Source: an optimization exercise on an open RTL-to-GDS flow (aim: small area). Production flows keep margins and buffers that such runs may drop.
In this exercise RTL edits were held to simulation tests only and were not proved equivalent to the original.
Power figures rest on the tool's default switching activity, not on a simulated workload.

==> quartz: inputs <==
==> flow/design.v <==
module useless_boxes(input  logic       clk,
                     input  logic       reset,
                     input  logic [9:0] switch,
                     output logic [9:0] PWM);
	logic [14:0] count;
	always_ff @(posedge clk)
		if (reset || count == 15'd20000) count <= 15'd0;
		else count <= count + 15'd1;
	logic lt3200, lt1500;
	assign lt3200 = count < 15'd3200;
	assign lt1500 = count < 15'd1500;
	logic frame0;
	assign frame0 = reset || count == 15'd20000;
	logic [5:0] rq, rf;
	logic [4:0] rs;
	logic [4:0] kq, kf;
	logic [5:0] ks;
	logic goq, gos, gof;
	assign goq = count[11:0] >= 12'd2496;   
	assign gos = count[11:0] >= 12'd1728;   
	assign gof = count[11:0] >= 12'd1984;   
	always_ff @(posedge clk)
		if (frame0) begin
			rq <= 6'd14;   
			rs <= 5'd9;    
			rf <= 6'd19;   
			kq <= 5'd20;
			ks <= 6'd50;
			kf <= 5'd20;
		end else begin
			rq <= (rq == 6'd0) ? 6'd34 : rq - 6'd1;
			rs <= (rs == 5'd0) ? 5'd28 : rs - 5'd1;
			rf <= (rf == 6'd0) ? 6'd59 : rf - 6'd1;
			if (rq == 6'd0 && goq) kq <= kq - 5'd1;
			if (rs == 5'd0 && gos) ks <= ks - 6'd1;
			if (rf == 6'd0 && gof) kf <= kf - 5'd1;
		end
	genvar i;
	generate
		for (i = 0; i < 10; i = i + 1) begin : box_gen_loop
			useless_box box(.clk(clk), .reset(reset), .sw(switch[i]),
			                .lt3200(lt3200), .lt1500(lt1500),
			                .kq(kq), .ks(ks), .kf(kf), .PWM(PWM[i]));
		end
	endgenerate
endmodule
module useless_box(input  logic       clk,
                   input  logic       reset,
                   input  logic       sw,
                   input  logic       lt3200,
                   input  logic       lt1500,
                   input  logic [4:0] kq, kf,
                   input  logic [5:0] ks,
                   output logic       PWM);
	logic w, h;
	always_ff @(posedge clk) begin
		w <= !reset && !w && !h && sw;
		h <= !reset && (w || (h && sw));
	end
	logic [2:0] s;
	always_ff @(posedge clk)
		if (reset) s <= 3'd1;
		else if (w) s <= {s[1:0], s[2] ^ s[1]};
	localparam logic [16:0] CLR = 17'h00204;
	localparam logic [16:0] INV = 17'h0AAAA;
	logic [16:0] r, q, qn;
	logic z, step;
	assign q = r ^ INV;
	assign z = (q[15:0] == 16'd0);
	assign step = z & !q[16];
	assign qn = {q[15:0], q[16] ^ q[13] ^ z};
	always_ff @(posedge clk)
		if (reset || w) r <= CLR ^ INV;
		else r <= qn ^ INV;
	logic [5:0] n;
	logic sat;
	assign sat = n[5] & n[4] & n[2];   
	always_ff @(posedge clk)
		if (reset || w) n <= 6'd0;
		else if (step && !sat) n <= n + 6'd1;
	logic [5:0] k;
	assign k = s[1] ? (s[0] ? {1'b0, kf} : ks) : {1'b0, kq};
	logic [6:0] c;
	assign c[0] = 1'b0;
	genvar j;
	generate
		for (j = 0; j < 6; j = j + 1) begin : cmp
			assign c[j+1] = (n[j] & !k[j]) | (n[j] & c[j]) | (!k[j] & c[j]);
		end
	endgenerate
	logic act;
	assign act = sw & !w;
	always_ff @(posedge clk)
		PWM <= lt3200 & (!act | lt1500 | !c[6]);
endmodule
==> flow/flow/run.sh <==
#!/bin/bash
# Layout: the standard flow (standard.sh) with two changes:
#  - synthesis maps logic with an area-oriented ABC script (area_synth.tcl);
#  - clock tree synthesis inserts no dummy loads.
set -uo pipefail
work=$(pwd)
bash standard.sh \
  "SYNTH_SCRIPT=$work/flow/area_synth.tcl" \
  "CTS_ARGS=-sink_clustering_enable -repair_clock_nets -dont_use_dummy_load -buf_list sky130_fd_sc_hd__clkbuf_8 -sink_clustering_size 20 -sink_clustering_max_diameter 50" \
  finish > standard.log 2>&1
==> flow/flow/area.abc <==
strash
&get -n
&fraig -x
&put
scorr
dc2
strash
&get -n
&dch -f
&nf -R 1000
&put
strash
dc2
&get -n
&dch -f
&nf -R 1000
&put
topo
stime -c
==> flow/flow/area_synth.tcl <==
# The standard synthesis (synth_recipe.tcl, sourced unchanged), except
# that ABC maps the logic with the area-oriented script area.abc beside
# this file. Registers, their names and cell types are not affected: ABC
# only remaps the combinational logic between them.
set area_abc [file join [file dirname [file normalize [info script]]] area.abc]
proc abc {args} {
  global area_abc
  set i [lsearch -exact $args -script]
  if {$i >= 0} {
    set args [lreplace $args $i [expr {$i + 1}] -script $area_abc]
  }
  yosys abc {*}$args
}
source [file join [file dirname [file dirname $area_abc]] synth_recipe.tcl]
==> flow/standard.sh <==
#!/bin/bash
# synth_recipe.tcl (not shown) runs the flow's synth.tcl, then flattens the netlist and writes it again
# the make line also repeats each setting of config.mk as NAME=value (left out here)
make -C /OpenROAD-flow-scripts/flow DESIGN_CONFIG=/design/flow/config.mk WORK_HOME=/design/flow/orfs CLKGATE_MAP_FILE= SYNTH_SCRIPT=/design/flow/synth_recipe.tcl "${@:-finish}"
==> flow/config.mk <==
export PLATFORM = sky130hd
export DESIGN_NAME = useless_boxes
export DESIGN_NICKNAME = useless_boxes
export VERILOG_FILES = /design/flow/design.v
export SDC_FILE = /design/flow/constraint.sdc
export NUM_CORES = 4
export LEC_CHECK = 0
export CAP_MARGIN = 20
export CORE_MARGIN = 2
export CORE_UTILIZATION = 40
export PLACE_DENSITY = 0.6
export SLEW_MARGIN = 20
==> flow/constraint.sdc <==
create_clock -name core_clock -period 10.0 [get_ports {clk}]
set_input_delay 2.0000 -clock core_clock [delete_from_list [all_inputs] [get_ports {clk}]]
set_output_delay 2.0000 -clock core_clock [all_outputs]
set_load 0.01 [all_outputs]
==> inputs of amber, as changes to quartz <==
--- a/flow/flow/run.sh
+++ b/flow/flow/run.sh
@@ -8,3 +8,3 @@
   "SYNTH_SCRIPT=$work/flow/area_synth.tcl" \
-  "CTS_ARGS=-sink_clustering_enable -repair_clock_nets -dont_use_dummy_load -buf_list sky130_fd_sc_hd__clkbuf_8 -sink_clustering_size 20 -sink_clustering_max_diameter 50" \
+  "CTS_ARGS=-sink_clustering_enable -repair_clock_nets -dont_use_dummy_load -buf_list sky130_fd_sc_hd__clkbuf_8 -sink_clustering_size 25 -sink_clustering_max_diameter 100" \
   finish > standard.log 2>&1
--- a/flow/flow/area_synth.tcl
+++ b/flow/flow/area_synth.tcl
@@ -13,2 +13,2 @@
 }
-source [file join [file dirname [file dirname $area_abc]] synth_recipe.tcl]
+source [file join [pwd] synth_recipe.tcl]
==> inputs of delta, as changes to quartz <==
--- a/flow/design.v
+++ b/flow/design.v
@@ -4,12 +4,19 @@
                      output logic [9:0] PWM);
-	logic [14:0] count;
+	logic signed [9:0] fa;
+	logic [5:0] fb;
+	logic frame0;
+	assign frame0 = reset || (fa == -10'sd281 && fb == 6'd0);   
 	always_ff @(posedge clk)
-		if (reset || count == 15'd20000) count <= 15'd0;
-		else count <= count + 15'd1;
+		if (frame0) begin
+			fa <= 10'sd53;   
+			fb <= 6'd40;
+		end else if (fb == 6'd59) begin
+			fa <= fa - 10'sd1;
+			fb <= 6'd0;
+		end else
+			fb <= fb + 6'd1;
 	logic lt3200, lt1500;
-	assign lt3200 = count < 15'd3200;
-	assign lt1500 = count < 15'd1500;
-	logic frame0;
-	assign frame0 = reset || count == 15'd20000;
-	logic [5:0] rq, rf;
+	assign lt3200 = !fa[9];
+	assign lt1500 = fa > 10'sd28 || (fa == 10'sd28 && fb < 6'd40);
+	logic [5:0] rq;
 	logic [4:0] rs;
@@ -17,6 +24,6 @@
 	logic [5:0] ks;
-	logic goq, gos, gof;
-	assign goq = count[11:0] >= 12'd2496;   
-	assign gos = count[11:0] >= 12'd1728;   
-	assign gof = count[11:0] >= 12'd1984;   
+	logic goq, gos;
+	assign kf = (fa[4:0] > 5'd20) ? 5'd20 : fa[4:0];   
+	assign goq = fa < 10'sd12;                               
+	assign gos = fa < 10'sd24 || (fa == 10'sd24 && fb > 6'd20);   
 	always_ff @(posedge clk)
@@ -25,6 +32,4 @@
 			rs <= 5'd9;    
-			rf <= 6'd19;   
 			kq <= 5'd20;
 			ks <= 6'd50;
-			kf <= 5'd20;
 		end else begin
@@ -32,6 +37,4 @@
 			rs <= (rs == 5'd0) ? 5'd28 : rs - 5'd1;
-			rf <= (rf == 6'd0) ? 6'd59 : rf - 6'd1;
 			if (rq == 6'd0 && goq) kq <= kq - 5'd1;
 			if (rs == 5'd0 && gos) ks <= ks - 6'd1;
-			if (rf == 6'd0 && gof) kf <= kf - 5'd1;
 		end
@@ -81,3 +84,3 @@
 	logic [5:0] k;
-	assign k = s[1] ? (s[0] ? {1'b0, kf} : ks) : {1'b0, kq};
+	assign k = ({6{!s[1]}} & {1'b0, kq}) | ({6{s[1] & !s[0]}} & ks) | ({6{s[1] & s[0]}} & {1'b0, kf});
 	logic [6:0] c;
==> flow/flow/run.sh (replaced) <==
#!/bin/bash
# Layout: the standard flow (standard.sh) with these changes:
#  - synthesis is synth_recipe.tcl unchanged except that ABC maps the
#    combinational logic with the area-oriented script area.abc
#    (area_synth.tcl); registers and their names are untouched;
#  - adders are left to ABC instead of being mapped to half/full-adder
#    cells beforehand (ADDER_MAP_FILE empty);
#  - the input and output ports are buffered with buf_1 cells;
set -uo pipefail
work=$(pwd)
bash standard.sh \
  "SYNTH_SCRIPT=$work/flow/area_synth.tcl" \
  "ADDER_MAP_FILE=" \
  "BUFFER_PORTS_ARGS=-inputs -outputs -buffer_cell sky130_fd_sc_hd__buf_1" \
  "CTS_ARGS=-sink_clustering_enable -repair_clock_nets -dont_use_dummy_load -buf_list sky130_fd_sc_hd__clkbuf_4 -sink_clustering_size 10 -sink_clustering_max_diameter 50" \
  finish > standard.log 2>&1
==> flow/flow/area.abc (replaced) <==
strash
&get -n
&fraig -x
&put
scorr
dc2
strash
balance
rewrite
refactor
balance
rewrite
rewrite -z
balance
refactor -z
rewrite -z
balance
&get -n
&dch -f
&nf -R 3000 -a -E 50
&put
strash
balance
rewrite
refactor
balance
rewrite
rewrite -z
balance
refactor -z
rewrite -z
balance
&get -n
&dch -f
&nf -R 3000 -a -E 50
&put
topo
stime -c
Settings changed: CORE_UTILIZATION 40 to 65, PLACE_DENSITY 0.6 to 0.8.
==> notes <==
quartz finished with timing, DRC and antenna clean. delta ran to the end with no violations. amber did not get past synthesis (1_2_yosys). Clock skew: quartz is higher than delta (0.025 ns). Of quartz and delta, delta has the higher global-route usage (gap 9.1 points). In quartz the total power is higher than in delta, by about 12%. Between quartz and delta, the lower core utilization is in quartz (gap 25 points).

[afterwards: timing with drivers on the ports]
In the flow no input, the clock included, has a driving cell. The finished layouts below were timed again as built, in two steps.
Step 1 (the two cells are an assumption about what drives the block):
set clk [get_ports {clk}]
set_driving_cell -lib_cell sky130_fd_sc_hd__clkbuf_16 $clk
set_driving_cell -lib_cell sky130_fd_sc_hd__buf_2 [delete_from_list [all_inputs] $clk]
Step 2 times the ports against the registers' clock, not the clock port: input delays grow and output delays shrink by t, the midpoint of the rising clock arrivals with the driver on.
a / b / c = ideal / step 1 / step 2; a / b = the first two.
| run | t (ns) | slack for setup (ns) | pins driven straight from the clock port |
|---|---|---|---|
| quartz | 0.562 | 6.564 / 6.520 / 6.355 | 1 |
| delta | 0.673 | 6.848 / 6.809 / 6.336 | 1 |
After both steps every run listed still meets setup and hold. For delta, which loses most, drivers alone change the setup slack by -0.039 ns; drivers and shift together by -0.512 ns.
